From an optimization exercise on the open Yosys and OpenROAD flow, aimed at small area; shortcuts taken in it are not production practice.
In this exercise RTL edits were held to simulation tests only and were not proved equivalent to the original.
Power is estimated from default activity; no workload was simulated.

==> fjord <==
==> flow/design.v (excerpt) <==
module top(
    input CLK               ,
    input RST_N             ,
    input  SCL              ,
    input  SDA              ,
    output SDA_OUT          ,
    output OUT_EN           ,
    input [7:0] RO_ONE      ,
    input [7:0] RO_TWO      ,
    output [31:0] EFUSE_OUT ,
    output [7:0] CTRL_ONE       ,
    output [7:0] CTRL_TWO       ,
    output [7:0] CTRL_THREE     ,
    output VDD5V                ,
    input  Q                    ,
    output PGENB                ,
    output STROBE               ,
    output NR                   ,
    output [31:0] WE
    );
==> flow/config.mk <==
export PLATFORM = sky130hd
export DESIGN_NAME = top
export DESIGN_NICKNAME = top
export VERILOG_FILES = /design/flow/design.v
export SDC_FILE = /design/flow/constraint.sdc
export NUM_CORES = 4
export LEC_CHECK = 0
export ABC_AREA = 1
export CAP_MARGIN = 20
export CORE_MARGIN = 2
export CORE_UTILIZATION = 40
export SLEW_MARGIN = 20
==> flow/constraint.sdc <==
create_clock -name core_clock -period 10.0 [get_ports {CLK}]
set_input_delay 2.0000 -clock core_clock [delete_from_list [all_inputs] [get_ports {CLK}]]
set_output_delay 2.0000 -clock core_clock [all_outputs]
set_load 0.01 [all_outputs]
standard.sh (not shown) runs the stock make flow with config.mk's settings and CLKGATE_MAP_FILE= SYNTH_SCRIPT=/design/flow/synth_recipe.tcl, a recipe that flattens the netlist after the stock synthesis.
==> flow/flow/run.sh <==
#!/bin/bash
# The standard layout (standard.sh) with three changes:
#  - synthesis maps logic with an area-only ABC script (flow/abc_area2.script);
#    everything else in synthesis, flip-flop mapping included, is unchanged
#  - port buffers use buf_1
#  - the clock tree uses clkbuf_8 with larger sink clusters and no dummy loads
set -euo pipefail
here=$(pwd)
export MY_ABC_SCRIPT=$here/flow/abc_area2.script
export BUFFER_PORTS_ARGS="-buffer_cell sky130_fd_sc_hd__buf_1"
export CTS_ARGS="-sink_clustering_enable -repair_clock_nets -buf_list {sky130_fd_sc_hd__clkbuf_8} -sink_clustering_size 16 -sink_clustering_max_diameter 60 -dont_use_dummy_load"
sed "s|SYNTH_SCRIPT=[^ ]*|SYNTH_SCRIPT=$here/flow/my_synth.tcl|" standard.sh > my_standard.sh
grep -q "SYNTH_SCRIPT=$here/flow/my_synth.tcl" my_standard.sh
bash my_standard.sh > standard.log 2>&1
==> flow/flow/abc_area2.script <==
strash
dch
map -a
strash
dch
map -a
topo
==> flow/flow/my_synth.tcl <==
proc synth {args} { yosys synth -nofsm -noshare {*}$args }
proc abc {args} {
  if {[info exists ::env(MY_ABC_SCRIPT)]} {
    set i [lsearch -exact $args -script]
    if {$i >= 0} { set args [lreplace $args $i [expr {$i+1}] -script $::env(MY_ABC_SCRIPT)] }
  }
  puts "abc args: $args"
  yosys abc {*}$args
}
source $::env(SCRIPTS_DIR)/synth.tcl
# left out here: clear keep_hierarchy, flatten, clean up, hide names made inside functions, write 1_2_yosys.v
==> inputs of lagoon, as changes to fjord <==
--- a/flow/design.v
+++ b/flow/design.v
@@ -129,16 +129,16 @@
     input rst_n         ,
     input efuse_bypass        ,
     output reg [31:0] efuse_out,
     input efuse_write       ,
     input efuse_multiple_en ,
     input [31:0] efuse_in   ,
     output reg [31:0] data_write,
-    output write                ,
-    output read                 ,
+    output reg write            ,
+    output reg read             ,
     input  dshift               ,
     input  q                    ,
     input wr_done               ,
     input rd_done
     );
     localparam READ = 2'b00;
     localparam WAIT = 2'b01;
@@ -158,21 +158,24 @@
             READ:   state_n = rd_done ? WAIT : READ;
             WAIT:   state_n = (efuse_write_up && ((efuse_out==32'd0) || efuse_multiple_en)) ? PGM : WAIT;
             PGM:    state_n = wr_done ? READ : PGM;
             default:state_n = READ;
         endcase
     end
     always @(posedge clk or negedge rst_n) begin
-        if(!rst_n)
+        if(!rst_n) begin
             efuse_write_d0 <= 1'b0;
-        else
+            read  <= 1'b0;
+            write <= 1'b0;
+        end else begin
             efuse_write_d0 <= efuse_write;
+            read  <= !rd_done && (state_c == READ);
+            write <= (state_n == PGM);
+        end
     end
-    assign write = (state_c == PGM);
-    assign read  = (state_c == READ) && !wr_done;
     always @(posedge clk or negedge rst_n) begin
         if(!rst_n)
             efuse_out <= 32'd0;
         else if (efuse_bypass)
             efuse_out <= efuse_in;
         else if(rd_done)
             efuse_out <= data_write;
@@ -209,19 +212,20 @@
     reg [1:0] state_c   ;
     reg [1:0] state_n   ;
     reg [5:0] temp      ;
     reg [5:0] we_i      ;
     reg we_nz_d0        ;
     reg strobe_d0       ;
     reg [4:0] cnt_t_pgm ;
-    reg [4:0] cnt_bit   ;
+    reg [4:0] cnt_pgm   ;
+    reg [4:0] cnt_read  ;
     wire we_nz       = ~we_i[5];
     wire we_rise     = we_nz & ~we_nz_d0;
     wire strobe_fall = ~strobe & strobe_d0;
-    wire din_p       = data_in[cnt_bit];
+    wire din_p       = data_in[cnt_pgm];
     wire din_t       = ~temp[5] & data_in[temp[4:0]];
     wire [5:0] temp_sh = temp[5] ? temp : temp + 6'd1;
     wire st_wait = (state_c == WAIT);
     wire st_read = (state_c == READ);
     wire st_pgm  = (state_c == PGM);
     genvar k;
     generate for (k = 0; k < 32; k = k + 1) begin : g_we
@@ -273,30 +277,24 @@
         else if(ce) begin
             strobe_d0 <= strobe;
             we_nz_d0  <= we_nz;
         end
     end
     always @(posedge clk or negedge rst_n) begin
         if(!rst_n)
-            cnt_bit <= 5'd0;
+            cnt_pgm <= 5'd0;
         else if(ce && st_pgm) begin
-            if(cnt_bit == 5'd31) begin
+            if(cnt_pgm == 5'd31) begin
                 if(strobe_fall || !din_p)
-                    cnt_bit <= 5'd0;
+                    cnt_pgm <= 5'd0;
             end
             else if(state_n == WAIT)
-                cnt_bit <= 5'd0;
+                cnt_pgm <= 5'd0;
             else if(!din_p || strobe_fall)
-                cnt_bit <= cnt_bit + 5'd1;
-        end
-        else if(ce && st_read) begin
-            if((cnt_bit == 5'd31) && strobe_fall)
-                cnt_bit <= 5'd0;
-            else if(cnt_t_pgm == 5'd3)
-                cnt_bit <= cnt_bit + 5'd1;
+                cnt_pgm <= cnt_pgm + 5'd1;
         end
     end
     always @(posedge clk or negedge rst_n) begin
         if(!rst_n)
             cnt_t_pgm <= 5'd0;
         else if(ce) begin
             if(st_pgm && we_nz) begin
@@ -315,16 +313,26 @@
     end
     always @(posedge clk or negedge rst_n) begin
         if(!rst_n) begin
             wr_done <= 1'b0;
             rd_done <= 1'b0;
         end
         else if(ce) begin
-            wr_done <= st_pgm && (cnt_bit == 5'd31) && (strobe_fall || !din_p);
-            rd_done <= st_read && (cnt_bit == 5'd31) && strobe_fall;
+            wr_done <= (cnt_pgm == 5'd31) && (strobe_fall || !din_p);
+            rd_done <= st_read && (cnt_read == 5'd31) && strobe_fall;
+        end
+    end
+    always @(posedge clk or negedge rst_n) begin
+        if(!rst_n)
+            cnt_read <= 5'd0;
+        else if(ce && st_read) begin
+            if((cnt_read == 5'd31) && strobe_fall)
+                cnt_read <= 5'd0;
+            else if(cnt_t_pgm == 5'd3)
+                cnt_read <= cnt_read + 5'd1;
         end
     end
     always @(posedge clk or negedge rst_n) begin
         if(!rst_n)
             we_i <= ZERO;
         else if(ce) begin
             if(state_n == READ && !we_nz)
@@ -373,32 +381,33 @@
     output reg sda_out          ,
     output reg sda_out_en
     );
     localparam I2C_IDLE = 1'b0;
     localparam I2C_WORK = 1'b1;
     reg [7:0] reg2, reg3, reg4, reg5, reg6, reg7, reg8, reg9;
     reg [7:0] addr      ;
-    reg [7:0] tj        ;
+    reg [7:0] data      ;
     reg [4:0] i         ;
     reg [4:0] i_n       ;
+    reg [7:0] j         ;
     reg state           ;
     reg n_state         ;
     reg amatch          ;
     reg arw             ;
     reg rbit            ;
     reg scl_in, sda_in  ;
     reg scl_old, sda_old;
     wire i2c_start = scl_old & scl_in & sda_old & ~sda_in;
     wire i2c_stop  = scl_old & scl_in & ~sda_old & sda_in;
     wire scl_rise  = ~scl_old & scl_in;
     wire scl_fall  = scl_old & ~scl_in;
     wire work      = (state == I2C_WORK);
     wire i2c_get   = amatch & arw;
     wire i2c_set   = amatch & ~arw;
-    wire time_out  = (tj >= 8'd250);
+    wire time_out  = (j >= 8'd250);
     wire i_rd      = (i >= 5'd9) && (i <= 5'd16);
     assign efuse_in          = {reg5, reg4, reg3, reg2};
     assign efuse_write       = reg6[0];
     assign efuse_bypass      = reg6[1];
     assign efuse_multiple_en = reg6[2];
     assign CTRL_ONE          = reg7;
     assign CTRL_TWO          = reg8;
@@ -469,22 +478,22 @@
             reg6 <= 8'd0;
             reg7 <= 8'd0;
             reg8 <= 8'd0;
             reg9 <= 8'hff;
         end
         else if(work && scl_fall && (i == 5'd26) && i2c_set) begin
             case(addr)
-                8'd2 :  reg2 <= tj;
-                8'd3 :  reg3 <= tj;
-                8'd4 :  reg4 <= tj;
-                8'd5 :  reg5 <= tj;
-                8'd6 :  reg6 <= tj;
-                8'd7 :  reg7 <= tj;
-                8'd8 :  reg8 <= tj;
-                8'd9 :  reg9 <= tj;
+                8'd2 :  reg2 <= data;
+                8'd3 :  reg3 <= data;
+                8'd4 :  reg4 <= data;
+                8'd5 :  reg5 <= data;
+                8'd6 :  reg6 <= data;
+                8'd7 :  reg7 <= data;
+                8'd8 :  reg8 <= data;
+                8'd9 :  reg9 <= data;
                 default: ;
             endcase
         end
     end
     always @(posedge clk or negedge reset_n)begin
         if (reset_n == 1'b0) begin
             scl_in  <= 1'b0;
@@ -495,28 +504,21 @@
         else begin
             scl_in  <= scl;
             sda_in  <= sda;
             scl_old <= scl_in;
             sda_old <= sda_in;
         end
     end
-    wire en_set = (i == 5'd8 && amatch) ||
-                  ((i == 5'd17 || i == 5'd26) && i2c_set) ||
-                  (i_rd && i2c_get);
     always @(posedge clk or negedge reset_n)begin
         if(!reset_n)
-            tj <= 8'd0;
-        else if(work && scl_fall) begin
-            if(en_set)
-                tj <= 8'd0;
-        end
-        else if(sda_out_en)
-            tj <= tj + 8'd1;
-        else if(work && scl_rise && (i > 5'd17) && (i < 5'd26) && !i2c_get)
-            tj <= {tj[6:0], sda_in};
+            j <= 8'd0;
+        else if(!work || i2c_start || scl_fall)
+            j <= 8'd0;
+        else
+            j <= j + 8'd1;
     end
     always @(posedge clk or negedge reset_n) begin
         if(!reset_n)begin
             sda_out <= 1'b0;
         end
         else if(!work || i2c_stop || i2c_start)
             sda_out <= 1'b1;
@@ -531,38 +533,54 @@
                 sda_out <= 1'b1;
             else if (i == 5'd27 && i2c_set)
                 sda_out <= 1'b1;
         end
     end
     always @(posedge clk or negedge reset_n) begin
         if(!reset_n)
+            data <= 8'd0;
+        else if(work && scl_rise && (i > 5'd17) && (i < 5'd26) && !i2c_get)
+            data <= {data[6:0], sda_in};
+    end
+    always @(posedge clk or negedge reset_n) begin
+        if(!reset_n)
             addr <= 8'd0;
         else if(work && scl_rise && i_rd && !i2c_get)
             addr <= {addr[6:0], sda_in};
     end
     always @(posedge clk or negedge reset_n) begin
         if(!reset_n) begin
             amatch <= 1'b1;
             arw    <= 1'b0;
         end
-        else if (!work || i2c_stop || i2c_start)
-            amatch <= 1'b1;
-        else if (scl_rise) begin
-            if (i < 5'd7)
-                amatch <= amatch & (sda_in == ~i[0]);
-            else if (i == 5'd7)
-                arw <= sda_in;
+        else if(work) begin
+            if (i2c_stop || i2c_start)
+                amatch <= 1'b1;
+            else if (scl_rise) begin
+                if (i < 5'd7)
+                    amatch <= amatch & (sda_in == ~i[0]);
+                else if (i == 5'd7)
+                    arw <= sda_in;
+            end
+            else if (scl_fall) begin
+                if (i == 5'd17 && i2c_get)
+                    amatch <= 1'b1;
+                else if (i == 5'd27 && i2c_set)
+                    amatch <= 1'b0;
+            end
         end
     end
     always @(posedge clk or negedge reset_n) begin
         if(!reset_n)
             sda_out_en <= 1'b0;
         else if(work) begin
             if (i2c_stop || i2c_start)
                 sda_out_en <= 1'b0;
             else if (scl_fall)
-                sda_out_en <= en_set;
+                sda_out_en <= (i == 5'd8 && amatch) ||
+                              ((i == 5'd17 || i == 5'd26) && i2c_set) ||
+                              (i_rd && i2c_get);
             else if (sda_out_en && time_out)
                 sda_out_en <= 1'b0;
         end
     end
 endmodule
==> flow/run.sh (new file) <==
#!/bin/bash
# synth_recipe.tcl (not shown) runs the flow's synth.tcl, then flattens the netlist and writes it again
# the make line also repeats each setting of config.mk as NAME=value (left out here)
make -C /OpenROAD-flow-scripts/flow DESIGN_CONFIG=/design/flow/config.mk WORK_HOME=/design/flow/orfs CLKGATE_MAP_FILE= SYNTH_SCRIPT=/design/flow/synth_recipe.tcl finish
- ABC_AREA: 1 -> default
removed: flow/flow/run.sh
removed: flow/flow/abc_area2.script
removed: flow/flow/my_synth.tcl
removed: flow/standard.sh
==> reports/qor.csv <==
metric,value,unit
path_clk_slew,90,ps
status,timing/DRC/antenna clean,
synth_most_common_cell,sky130_fd_sc_hd__nand2_1,
synth_compound_gate_area_share,24.6,%
well_tap_count,324,
[end of results for fjord]
==> reports/qor.csv <==
metric,value,unit
multi_input_area_share,42.9,%
whs_path_depth,0,
initial_core_utilization,40.4,%
most-common-layout-cells,"196 x sky130_fd_sc_hd__dfrtp_1, 143 x sky130_fd_sc_hd__nand2_1, 113 x sky130_fd_sc_hd__clkdlybuf4s50_1, 103 x sky130_fd_sc_hd__o21ai_0, 94 x sky130_fd_sc_hd__mux2_2",
synth_compound_gate_area_share,14.1,%
synth_most_common_cell,sky130_fd_sc_hd__dfrtp_1,
power_leakage,5.72,nW
worstPathCellList,"nand2b_1, inv_1, clkdlybuf4s50_1",
status,timing/DRC/antenna clean,
cts_resized,0,
[end of results for lagoon]


==> inputs of run a <==
top, a different RTL version from the one above (not shown whole).
// top
module top(
    input CLK               ,
    input RST_N             ,
    input  SCL              ,
    input  SDA              ,
    output SDA_OUT          ,
    output OUT_EN           ,
    input [7:0] RO_ONE      ,
    input [7:0] RO_TWO      ,
    output [31:0] EFUSE_OUT ,
    output [7:0] CTRL_ONE       ,
    output [7:0] CTRL_TWO       ,
    output [7:0] CTRL_THREE     ,
    output VDD5V                ,
    input  Q                    ,
    output PGENB                ,
    output STROBE               ,
    output NR                   ,
    output [31:0] WE
    );
    assign VDD5V = 1'b1;
    wire efuse_bypass     ;
    wire efuse_write      ;
    wire efuse_multiple_en ;
    wire [31:0] efuse_in  ;
    wire write              ;
    wire read               ;
    wire wr_done            ;
    wire rd_done            ;
    wire dshift             ;
    wire [31:0] data_in     ;
    wire rst_n_s            ;
    wire clk_div_r          ;
    clk_div u_clk_div(
        .clk        (CLK        ),
        .rst_n      (rst_n_s    ),
        .clk_div_r  (clk_div_r  )
        );
    sync_async_reset u_sync_async_reset(
        .clk    (CLK    ),
        .rst_n  (RST_N  ),
        .rst_n_s(rst_n_s)
   );
    main_state_machine u_main_state_machine(
        .clk            (CLK        )  ,
        .rst_n          (rst_n_s    )  ,
        .efuse_write    (efuse_write)  ,
        .efuse_in       (efuse_in   )  ,
        .efuse_out      (EFUSE_OUT  )  ,
        .efuse_bypass   (efuse_bypass) ,
        .efuse_multiple_en (efuse_multiple_en),
        .write          (write      )  ,
        .read           (read       )  ,
        .data_write     (data_in    )  ,
        .dshift         (dshift     )  ,
  ...
==> module i2c, before the edit <==
module i2c  (
    input clk                   ,
    input reset_n               ,
    input  [31:0] efuse_out     ,
    output [31:0] efuse_in      ,
    output efuse_bypass         ,
    output efuse_write          ,
    output efuse_multiple_en    ,
    input [7:0] RO_ONE          ,
    input [7:0] RO_TWO          ,
    output [7:0] CTRL_ONE       ,
    output [7:0] CTRL_TWO       ,
    output [7:0] CTRL_THREE     ,
    input scl                   ,
    input sda                   ,
    output reg sda_out          ,
    output reg sda_out_en
    );
    reg [7:0] reg2, reg3, reg4, reg5, reg6, reg7, reg8, reg9;
    reg [7:0] addr      ;
    reg [7:0] tj        ;
    reg [4:0] ic        ;
    reg [4:0] ic_n      ;
    reg amatch          ;
    reg arw             ;
    reg rbit            ;
    reg scl_in, sda_in  ;
    reg scl_old, sda_old;
    wire i2c_start = scl_old & scl_in & sda_old & ~sda_in;
    wire i2c_stop  = scl_old & scl_in & ~sda_old & sda_in;
    wire scl_rise  = ~scl_old & scl_in;
    wire scl_fall  = scl_old & ~scl_in;
    wire work      = (ic != 5'd0);
    wire i2c_get   = amatch & arw;
    wire i2c_set   = amatch & ~arw;
    wire time_out  = (tj == 8'd216);
    wire tj_fb     = ~(tj[7] ^ tj[5] ^ tj[4] ^ tj[3]);
    wire i_rd      = (ic >= 5'd10) && (ic <= 5'd17);
    assign efuse_in          = {reg5, reg4, reg3, reg2};
    assign efuse_write       = reg6[0];
    assign efuse_bypass      = reg6[1];
    assign efuse_multiple_en = reg6[2];
    assign CTRL_ONE          = reg7;
    assign CTRL_TWO          = reg8;
    assign CTRL_THREE        = reg9;
    reg [7:0] rsrc;
    always @(*) begin
        case(addr)
            8'd0:  rsrc = RO_ONE;
            8'd1:  rsrc = RO_TWO;
            8'd2:  rsrc = reg2;
            8'd3:  rsrc = reg3;
            8'd4:  rsrc = reg4;
            8'd5:  rsrc = reg5;
            8'd6:  rsrc = reg6;
            8'd7:  rsrc = reg7;
            8'd8:  rsrc = reg8;
            8'd9:  rsrc = reg9;
            8'd10: rsrc = efuse_out[7:0];
            8'd11: rsrc = efuse_out[15:8];
            8'd12: rsrc = efuse_out[23:16];
            8'd13: rsrc = efuse_out[31:24];
            default: rsrc = 8'd0;
        endcase
    end
    always @(posedge clk or negedge reset_n) begin
        if(!reset_n)
            rbit <= 1'b0;
        else
            rbit <= rsrc[3'd1 - ic_n[2:0]];
    end
    always @(*) begin
        ic_n = ic;
        if(i2c_start)
            ic_n = 5'd1;
        else if(!work)
            ic_n = 5'd0;
        else if(i2c_stop)
            ic_n = 5'd0;
        else if(scl_rise) begin
            if(ic != 5'd31) ic_n = ic + 5'd1;
        end
        else if(scl_fall && ic == 5'd18 && i2c_get)
            ic_n = 5'd0;
    end
    always @(posedge clk or negedge reset_n) begin
        if(!reset_n)
            ic <= 5'd0;
        else
            ic <= ic_n;
    end
    always @(posedge clk or negedge reset_n) begin
        if (!reset_n) begin
            reg2 <= 8'd0;
            reg3 <= 8'd0;
            reg4 <= 8'd0;
            reg5 <= 8'd0;
            reg6 <= 8'd0;
            reg7 <= 8'd0;
            reg8 <= 8'd0;
            reg9 <= 8'hff;
        end
        else if(work && scl_fall && (ic == 5'd27) && i2c_set) begin
            case(addr)
                8'd2 :  reg2 <= tj;
                8'd3 :  reg3 <= tj;
                8'd4 :  reg4 <= tj;
                8'd5 :  reg5 <= tj;
                8'd6 :  reg6 <= tj;
                8'd7 :  reg7 <= tj;
                8'd8 :  reg8 <= tj;
                8'd9 :  reg9 <= tj;
                default: ;
            endcase
        end
    end
    always @(posedge clk or negedge reset_n)begin
        if (reset_n == 1'b0) begin
            scl_in  <= 1'b0;
            sda_in  <= 1'b0;
            scl_old <= 1'b0;
            sda_old <= 1'b0;
        end
        else begin
            scl_in  <= scl;
            sda_in  <= sda;
            scl_old <= scl_in;
            sda_old <= sda_in;
        end
    end
    wire en_set = (ic == 5'd9 && amatch) ||
                  ((ic == 5'd18 || ic == 5'd27) && i2c_set) ||
                  (i_rd && i2c_get);
    always @(posedge clk or negedge reset_n)begin
        if(!reset_n)
            tj <= 8'd0;
        else if(work && scl_fall) begin
            if(en_set)
                tj <= 8'd0;
        end
        else if(sda_out_en)
            tj <= {tj[6:0], tj_fb};
        else if(work && scl_rise && (ic > 5'd18) && (ic < 5'd27) && !i2c_get)
            tj <= {tj[6:0], sda_in};
    end
    always @(posedge clk or negedge reset_n) begin
        if(!reset_n)begin
            sda_out <= 1'b0;
        end
        else if(!work || i2c_stop || i2c_start)
            sda_out <= 1'b1;
        else if(scl_fall) begin
            if (ic == 5'd9 && amatch)
                sda_out <= 1'b0;
            else if ((ic == 5'd18 || ic == 5'd27) && i2c_set)
                sda_out <= 1'b0;
            else if (i_rd && i2c_get)
                sda_out <= rbit;
            else if (ic == 5'd18 && i2c_get)
                sda_out <= 1'b1;
            else if (ic == 5'd28 && i2c_set)
                sda_out <= 1'b1;
        end
    end
    always @(posedge clk or negedge reset_n) begin
        if(!reset_n)
            addr <= 8'd0;
        else if(work && scl_rise && i_rd && !i2c_get)
            addr <= {addr[6:0], sda_in};
    end
    always @(posedge clk or negedge reset_n) begin
        if(!reset_n) begin
            amatch <= 1'b1;
            arw    <= 1'b0;
        end
        else if (!work || i2c_stop || i2c_start)
            amatch <= 1'b1;
        else if (scl_rise) begin
            if (ic < 5'd8)
                amatch <= amatch & (sda_in == ic[0]);
            else if (ic == 5'd8)
                arw <= sda_in;
        end
    end
    always @(posedge clk or negedge reset_n) begin
        if(!reset_n)
            sda_out_en <= 1'b0;
        else if(work) begin
            if (i2c_stop || i2c_start)
                sda_out_en <= 1'b0;
            else if (scl_fall)
                sda_out_en <= en_set;
            else if (sda_out_en && time_out)
                sda_out_en <= 1'b0;
        end
    end
endmodule
==> module efuse_controller, before the edit <==
module efuse_controller (
    input rst_n ,
    input clk   ,
    input ce    ,
    input wr    ,
    input rd    ,
    input [31:0] data_in,
    output dshift,           
    output reg pgenb,
    output reg nr,
    output reg strobe,
    output [31:0] we,
    output reg rd_done,
    output reg wr_done
    );
    localparam WAIT = 2'b00 ;
    localparam READ = 2'b01 ;
    localparam PGM  = 2'b10 ;
    localparam [4:0] T0  = 5'b00000, T1 = 5'b00001, T2 = 5'b00011,
                     T3  = 5'b00111, T4 = 5'b01110, T19 = 5'b11101;
    localparam [159:0] DB = {5'd16, 5'd24, 5'd12, 5'd6, 5'd19, 5'd9, 5'd20, 5'd26,
                             5'd13, 5'd22, 5'd27, 5'd29, 5'd30, 5'd31, 5'd15, 5'd23,
                             5'd11, 5'd21, 5'd10, 5'd5, 5'd2, 5'd17, 5'd8, 5'd4,
                             5'd18, 5'd25, 5'd28, 5'd14, 5'd7, 5'd3, 5'd1, 5'd0};
    localparam [4:0] B31 = 5'd16;
    localparam [5:0] ZERO = 6'b100000;
    function [4:0] t_next(input [4:0] c);
        t_next = {c[3:0], ~(c[4] ^ c[2])};
    endfunction
    function [4:0] b_next(input [4:0] c);
        b_next = {c[3:0], ~(c[4] ^ c[2]) ^ (c[3:0] == 4'b1111)};
    endfunction
    reg [1:0] state_c   ;
    reg [1:0] state_n   ;
    reg [5:0] temp      ;
    reg [5:0] we_i      ;
    reg we_nz_d0        ;
    reg strobe_d0       ;
    reg [4:0] cnt_t_pgm ;
    reg [4:0] cnt_bit   ;
    wire we_nz       = ~we_i[5];
    wire we_rise     = we_nz & ~we_nz_d0;
    wire strobe_fall = ~strobe & strobe_d0;
    wire [31:0] dperm;
    wire din_p       = dperm[cnt_bit];
    wire din_t       = ~temp[5] & dperm[temp[4:0]];
    wire [5:0] temp_sh = temp[5] ? temp :
                         (temp[4:0] == B31) ? ZERO : {1'b0, b_next(temp[4:0])};
    wire st_wait = (state_c == WAIT);
    wire st_read = (state_c == READ);
    wire st_pgm  = (state_c == PGM);
    genvar k;
    generate for (k = 0; k < 32; k = k + 1) begin : g_we
        assign we[k]             = (we_i == {1'b0, DB[5*k +: 5]});
        assign dperm[DB[5*k +: 5]] = data_in[k];
    end endgenerate
    assign dshift = ce & st_read & (cnt_t_pgm == T2);
    always @(posedge clk or negedge rst_n) begin
        if(!rst_n)
            state_c <= WAIT;
        else if(ce)
            state_c <= state_n;
    end
    always @(*) begin
        case(state_c)
            WAIT:    state_n = rd ? READ : (wr ? PGM : WAIT);
            READ:    state_n = rd_done ? WAIT : READ;
            PGM:     state_n = wr_done ? WAIT : PGM;
            default: state_n = WAIT;
        endcase
    end
    always @(*) begin
        case(state_c)
            READ:    begin pgenb = 1'b1; nr = 1'b1; end
            PGM:     begin pgenb = 1'b0; nr = 1'b0; end
            default: begin pgenb = 1'b1; nr = 1'b0; end
        endcase
    end
    always @(posedge clk or negedge rst_n) begin
        if(!rst_n)
            strobe <= 1'b0;
        else if(ce) begin
            if(st_read)
                strobe <= (cnt_t_pgm == T0 && we_nz) || (cnt_t_pgm == T1);
            else if(st_pgm) begin
                if(we_rise)
                    strobe <= 1'b1;
                else if(cnt_t_pgm == T19)
                    strobe <= 1'b0;
            end
            else
                strobe <= 1'b0;
        end
    end
    always @(posedge clk or negedge rst_n) begin
        if(!rst_n) begin
            strobe_d0 <= 1'b0;
            we_nz_d0  <= 1'b0;
        end
        else if(ce) begin
            strobe_d0 <= strobe;
            we_nz_d0  <= we_nz;
        end
    end
    always @(posedge clk or negedge rst_n) begin
        if(!rst_n)
            cnt_bit <= 5'd0;
        else if(ce && st_pgm) begin
            if(cnt_bit == B31) begin
                if(strobe_fall || !din_p)
                    cnt_bit <= 5'd0;
            end
            else if(state_n == WAIT)
                cnt_bit <= 5'd0;
            else if(!din_p || strobe_fall)
                cnt_bit <= b_next(cnt_bit);
        end
        else if(ce && st_read) begin
            if((cnt_bit == B31) && strobe_fall)
                cnt_bit <= 5'd0;
            else if(cnt_t_pgm == T3)
                cnt_bit <= b_next(cnt_bit);
        end
    end
    always @(posedge clk or negedge rst_n) begin
        if(!rst_n)
            cnt_t_pgm <= 5'd0;
        else if(ce) begin
            if(st_pgm && we_nz) begin
                if(cnt_t_pgm == T19)
                    cnt_t_pgm <= T0;
                else if(strobe)
                    cnt_t_pgm <= t_next(cnt_t_pgm);
                else
                    cnt_t_pgm <= 5'd0;
            end
            else if(st_read)
                cnt_t_pgm <= (cnt_t_pgm == T4) ? T0 : t_next(cnt_t_pgm);
            else
                cnt_t_pgm <= 5'd0;
        end
    end
    always @(posedge clk or negedge rst_n) begin
        if(!rst_n) begin
            wr_done <= 1'b0;
            rd_done <= 1'b0;
        end
        else if(ce) begin
            wr_done <= st_pgm && (cnt_bit == B31) && (strobe_fall || !din_p);
            rd_done <= st_read && (cnt_bit == B31) && strobe_fall;
        end
    end
    always @(posedge clk or negedge rst_n) begin
        if(!rst_n)
            we_i <= ZERO;
        else if(ce) begin
            if(state_n == READ && !we_nz)
                we_i <= temp;
            else if(st_read) begin
                if(cnt_t_pgm == T3)
                    we_i <= ZERO;
                else if(cnt_t_pgm == T4)
                    we_i <= temp;
            end
            else if(st_pgm)
                we_i <= (strobe_fall || !din_t) ? ZERO : temp;
        end
    end
    always @(posedge clk or negedge rst_n) begin
        if(!rst_n)
            temp <= 6'd0;
        else if(ce) begin
            if(st_read && cnt_t_pgm == T3)
                temp <= temp_sh;
            else if(cnt_t_pgm == T19)
                temp <= temp_sh;
            else if(st_pgm && !din_p)
                temp <= temp_sh;
            else if(st_wait)
                temp <= 6'd0;
        end
    end
endmodule
clock: 10.0 ns
lec_check: 0
abc_area: 1
cap_margin: 20
core_margin: 2
core_utilization: 40
slew_margin: 20
==> flow/flow/run.sh <==
#!/bin/bash
# The standard layout (standard.sh) with three changes:
#  - synthesis maps logic with an area-oriented ABC script
#    (flow/abc_area2.script: &deepsyn AIG optimisation, then &nf mapping with
#    relaxed delay), swapped in by flow/my_synth.tcl; everything else in
#    synthesis, flip-flop mapping included, is the standard synthesis
#  - port buffers use buf_1
#  - the clock tree uses clkbuf_8 with larger sink clusters and no dummy loads
set -euo pipefail
here=$(pwd)
export MY_ABC_SCRIPT=$here/flow/abc_area2.script
export BUFFER_PORTS_ARGS="-buffer_cell sky130_fd_sc_hd__buf_1"
export CTS_ARGS="-sink_clustering_enable -repair_clock_nets -buf_list {sky130_fd_sc_hd__clkbuf_8} -sink_clustering_size 14 -sink_clustering_max_diameter 50 -dont_use_dummy_load"
sed "s|SYNTH_SCRIPT=[^ ]*|SYNTH_SCRIPT=$here/flow/my_synth.tcl|" standard.sh > my_standard.sh
grep -q "SYNTH_SCRIPT=$here/flow/my_synth.tcl" my_standard.sh
bash my_standard.sh > standard.log 2>&1
==> flow/flow/abc_area2.script <==
strash
&get -n
&deepsyn -J 10
&put
strash
&get -n
&dch
&nf -R 1000 -C 32
&put
topo
==> flow/flow/my_synth.tcl <==
proc synth {args} { yosys synth -nofsm -noshare {*}$args }
proc abc {args} {
  if {[info exists ::env(MY_ABC_SCRIPT)]} {
    set i [lsearch -exact $args -script]
    if {$i >= 0} { set args [lreplace $args $i [expr {$i+1}] -script $::env(MY_ABC_SCRIPT)] }
  }
  puts "abc args: $args"
  yosys abc {*}$args
}
source $::env(SCRIPTS_DIR)/synth.tcl
# left out here: clear keep_hierarchy, flatten, clean up, hide names made inside functions, write 1_2_yosys.v
==> inputs of run b, as changes to run a <==
- CORE_UTILIZATION: 40 -> 65
- PLACE_DENSITY: default -> 0.85
==> inputs of run c, as changes to run a <==
--- a/flow/design.v
+++ b/flow/design.v
@@ -391,2 +391,4 @@
     );
+    localparam I2C_IDLE = 1'b0;
+    localparam I2C_WORK = 1'b1;
     reg [7:0] reg2, reg3, reg4, reg5, reg6, reg7, reg8, reg9;
@@ -394,4 +396,6 @@
     reg [7:0] tj        ;
-    reg [4:0] ic        ;
-    reg [4:0] ic_n      ;
+    reg [4:0] i         ;
+    reg [4:0] i_n       ;
+    reg state           ;
+    reg n_state         ;
     reg amatch          ;
@@ -405,3 +409,3 @@
     wire scl_fall  = scl_old & ~scl_in;
-    wire work      = (ic != 5'd0);
+    wire work      = (state == I2C_WORK);
     wire i2c_get   = amatch & arw;
@@ -410,3 +414,3 @@
     wire tj_fb     = ~(tj[7] ^ tj[5] ^ tj[4] ^ tj[3]);
-    wire i_rd      = (ic >= 5'd10) && (ic <= 5'd17);
+    wire i_rd      = (i >= 5'd9) && (i <= 5'd16);
     assign efuse_in          = {reg5, reg4, reg3, reg2};
@@ -442,23 +446,34 @@
         else
-            rbit <= rsrc[3'd1 - ic_n[2:0]];
+            rbit <= rsrc[3'd0 - i_n[2:0]];
     end
     always @(*) begin
-        ic_n = ic;
-        if(i2c_start)
-            ic_n = 5'd1;
-        else if(!work)
-            ic_n = 5'd0;
+        n_state = state;
+        if(!work) begin
+            if(i2c_start) n_state = I2C_WORK;
+        end
         else if(i2c_stop)
-            ic_n = 5'd0;
+            n_state = I2C_IDLE;
+        else if(scl_fall && i == 5'd17 && i2c_get)
+            n_state = I2C_IDLE;
+    end
+    always @(*) begin
+        i_n = i;
+        if(!work)
+            i_n = 5'd0;
+        else if(i2c_stop || i2c_start)
+            i_n = 5'd0;
         else if(scl_rise) begin
-            if(ic != 5'd31) ic_n = ic + 5'd1;
+            if(i < 5'd30) i_n = i + 5'd1;
         end
-        else if(scl_fall && ic == 5'd18 && i2c_get)
-            ic_n = 5'd0;
+        else if(scl_fall && i == 5'd17 && i2c_get)
+            i_n = 5'd0;
     end
     always @(posedge clk or negedge reset_n) begin
-        if(!reset_n)
-            ic <= 5'd0;
-        else
-            ic <= ic_n;
+        if(!reset_n) begin
+            state <= I2C_IDLE;
+            i     <= 5'd0;
+        end else begin
+            state <= n_state;
+            i     <= i_n;
+        end
     end
@@ -475,3 +490,3 @@
         end
-        else if(work && scl_fall && (ic == 5'd27) && i2c_set) begin
+        else if(work && scl_fall && (i == 5'd26) && i2c_set) begin
             case(addr)
@@ -503,4 +518,4 @@
     end
-    wire en_set = (ic == 5'd9 && amatch) ||
-                  ((ic == 5'd18 || ic == 5'd27) && i2c_set) ||
+    wire en_set = (i == 5'd8 && amatch) ||
+                  ((i == 5'd17 || i == 5'd26) && i2c_set) ||
                   (i_rd && i2c_get);
@@ -515,3 +530,3 @@
             tj <= {tj[6:0], tj_fb};
-        else if(work && scl_rise && (ic > 5'd18) && (ic < 5'd27) && !i2c_get)
+        else if(work && scl_rise && (i > 5'd17) && (i < 5'd26) && !i2c_get)
             tj <= {tj[6:0], sda_in};
@@ -525,5 +540,5 @@
         else if(scl_fall) begin
-            if (ic == 5'd9 && amatch)
+            if (i == 5'd8 && amatch)
                 sda_out <= 1'b0;
-            else if ((ic == 5'd18 || ic == 5'd27) && i2c_set)
+            else if ((i == 5'd17 || i == 5'd26) && i2c_set)
                 sda_out <= 1'b0;
@@ -531,5 +546,5 @@
                 sda_out <= rbit;
-            else if (ic == 5'd18 && i2c_get)
+            else if (i == 5'd17 && i2c_get)
                 sda_out <= 1'b1;
-            else if (ic == 5'd28 && i2c_set)
+            else if (i == 5'd27 && i2c_set)
                 sda_out <= 1'b1;
@@ -551,5 +566,5 @@
         else if (scl_rise) begin
-            if (ic < 5'd8)
-                amatch <= amatch & (sda_in == ic[0]);
-            else if (ic == 5'd8)
+            if (i < 5'd7)
+                amatch <= amatch & (sda_in == ~i[0]);
+            else if (i == 5'd7)
                 arw <= sda_in;
==> inputs of run d, as changes to run a <==
--- a/flow/design.v
+++ b/flow/design.v
@@ -201,3 +201,3 @@
     output [31:0] we,
-    output reg rd_done,
+    output rd_done,
     output reg wr_done
@@ -209,2 +209,3 @@
                      T3  = 5'b00111, T4 = 5'b01110, T19 = 5'b11101;
+    localparam [4:0] TF1 = 5'b11011, TF0 = 5'b10110;
     localparam [159:0] DB = {5'd16, 5'd24, 5'd12, 5'd6, 5'd19, 5'd9, 5'd20, 5'd26,
@@ -225,4 +226,2 @@
     reg [5:0] we_i      ;
-    reg we_nz_d0        ;
-    reg strobe_d0       ;
     reg [4:0] cnt_t_pgm ;
@@ -230,4 +229,8 @@
     wire we_nz       = ~we_i[5];
-    wire we_rise     = we_nz & ~we_nz_d0;
-    wire strobe_fall = ~strobe & strobe_d0;
+    wire st_wait = (state_c == WAIT);
+    wire st_read = (state_c == READ);
+    wire st_pgm  = (state_c == PGM);
+    wire tf          = (cnt_t_pgm == TF1) || (cnt_t_pgm == TF0);
+    wire we_rise     = we_nz & ~strobe & (cnt_t_pgm != TF1);
+    wire strobe_fall = st_pgm ? tf : (cnt_t_pgm == T3);
     wire [31:0] dperm;
@@ -237,5 +240,2 @@
                          (temp[4:0] == B31) ? ZERO : {1'b0, b_next(temp[4:0])};
-    wire st_wait = (state_c == WAIT);
-    wire st_read = (state_c == READ);
-    wire st_pgm  = (state_c == PGM);
     genvar k;
@@ -284,12 +284,2 @@
     always @(posedge clk or negedge rst_n) begin
-        if(!rst_n) begin
-            strobe_d0 <= 1'b0;
-            we_nz_d0  <= 1'b0;
-        end
-        else if(ce) begin
-            strobe_d0 <= strobe;
-            we_nz_d0  <= we_nz;
-        end
-    end
-    always @(posedge clk or negedge rst_n) begin
         if(!rst_n)
@@ -317,6 +307,6 @@
         else if(ce) begin
-            if(st_pgm && we_nz) begin
-                if(cnt_t_pgm == T19)
-                    cnt_t_pgm <= T0;
-                else if(strobe)
+            if(st_pgm && cnt_t_pgm == T19)
+                cnt_t_pgm <= we_nz ? TF1 : TF0;
+            else if(st_pgm && we_nz) begin
+                if(strobe)
                     cnt_t_pgm <= t_next(cnt_t_pgm);
@@ -332,11 +322,8 @@
     always @(posedge clk or negedge rst_n) begin
-        if(!rst_n) begin
+        if(!rst_n)
             wr_done <= 1'b0;
-            rd_done <= 1'b0;
-        end
-        else if(ce) begin
+        else if(ce)
             wr_done <= st_pgm && (cnt_bit == B31) && (strobe_fall || !din_p);
-            rd_done <= st_read && (cnt_bit == B31) && strobe_fall;
-        end
     end
+    assign rd_done = st_read && (cnt_t_pgm == T4) && (cnt_bit == 5'd0);
     always @(posedge clk or negedge rst_n) begin
- CORE_UTILIZATION: 40 -> 65
- PLACE_DENSITY: default -> 0.85
==> comparison table <==
Outcome: run a finished clean; run d finished clean; run b finished clean; run c finished clean
Non-clock buffer count: run a 123; run d 121; run b 121; run c 125
Share of power burned in registers: run a 64.9%; run d 65.2%; run b 65.1%; run c 64.7%
Post-synthesis compound-gate area fraction: run a 22.5%; run d 21.7%; run b 22.5%; run c 22.5%
Setup clock skew after layout: run a 39.2 ps; run d 28.0 ps; run b 30.8 ps; run c 50.7 ps
M1 WL: run a 13400 um; run d 10300 um; run b 11100 um; run c 13000 um
Relative area of non-clock buffer cells in the final design: run a 4.88%; run d 4.88%; run b 4.80%; run c 4.98%
CP max-delay cell: run a dfstp_2; run d dfstp_2; run b or3_1; run c dfrtp_1
Dpl cell area: run a 9990 sq um; run d 9770 sq um; run b 9840 sq um; run c 10000 sq um
Core Footprint: run a 22500 sq um; run d 13700 sq um; run b 13800 sq um; run c 22600 sq um
Footprint of the flip-flops and latches: run a 4850 sq um; run d 4770 sq um; run b 4850 sq um; run c 4870 sq um
Global-route wire length before repair: run a 46700 um; run d 42600 um; run b 44100 um; run c 45700 um
Filler cell count in the final layout: run a 2162; run d 1079; run b 1072; run c 2206
Post-synthesis sequential element count: run a 193; run d 190; run b 193; run c 194
Insertion delay to the later sink of the worst-skew pair: run a 490 ps; run d 480 ps; run b 480 ps; run c 480 ps
Clock distribution area overhead in the final layout: run a 2.29%; run d 2.34%; run b 2.32%; run c 2.28%
Full die area: run a 24000 sq um; run d 14900 sq um; run b 15000 sq um; run c 24100 sq um
Starting density of the core: run a 40.6%; run d 65.9%; run b 66.3%; run c 40.6%
Met2 track demand over resource in global routing: run a 39.3%; run d 55.7%; run b 57.6%; run c 37.8%
Post-route fraction of the period consumed by the critical path: run a 37.4%; run d 37.2%; run b 37.6%; run c 37.0%
Net load switching power: run a 0.277 mW; run d 0.262 mW; run b 0.272 mW; run c 0.282 mW
Vertical extent of the die: run a 155 um; run d 122 um; run b 123 um; run c 155 um
Clock slew at the register clock pins of the worst setup and hold paths: run a 110 ps; run d 90 ps; run b 100 ps; run c 110 ps

afterwards: timing with drivers on the ports:
Ports are ideal in the flow. The routed layouts listed here were re-timed in OpenROAD.
Step 1 sets driving cells, clkbuf_16 on the clock port and buf_2 on the other inputs (assumed; they add their load-dependent delay and slew).
Step 2 also shifts input and output timing later by t, the mid clock arrival at the registers, as if the neighbouring blocks saw the same clock.
Slacks: ideal / step 1 / step 2; pairs: ideal / step 1.
run	t (ns)	setup slack, ns	worst setup path after step 2	latest minus earliest clock arrival (ns)
fjord	0.510	6.141 / 6.097 / 6.321	register to register	0.035 / 0.034
lagoon	0.575	5.970 / 5.920 / 6.300	input to register	0.034 / 0.035
run a	0.514	6.260 / 6.215 / 6.607	input to register	0.042 / 0.042
run b	0.506	6.237 / 6.200 / 6.543	input to register	0.031 / 0.031
run c	0.503	6.298 / 6.253 / 6.756	register to output	0.060 / 0.060
run d	0.500	6.284 / 6.245 / 6.642	register to register	0.032 / 0.031
After both steps every run listed still meets setup and hold.
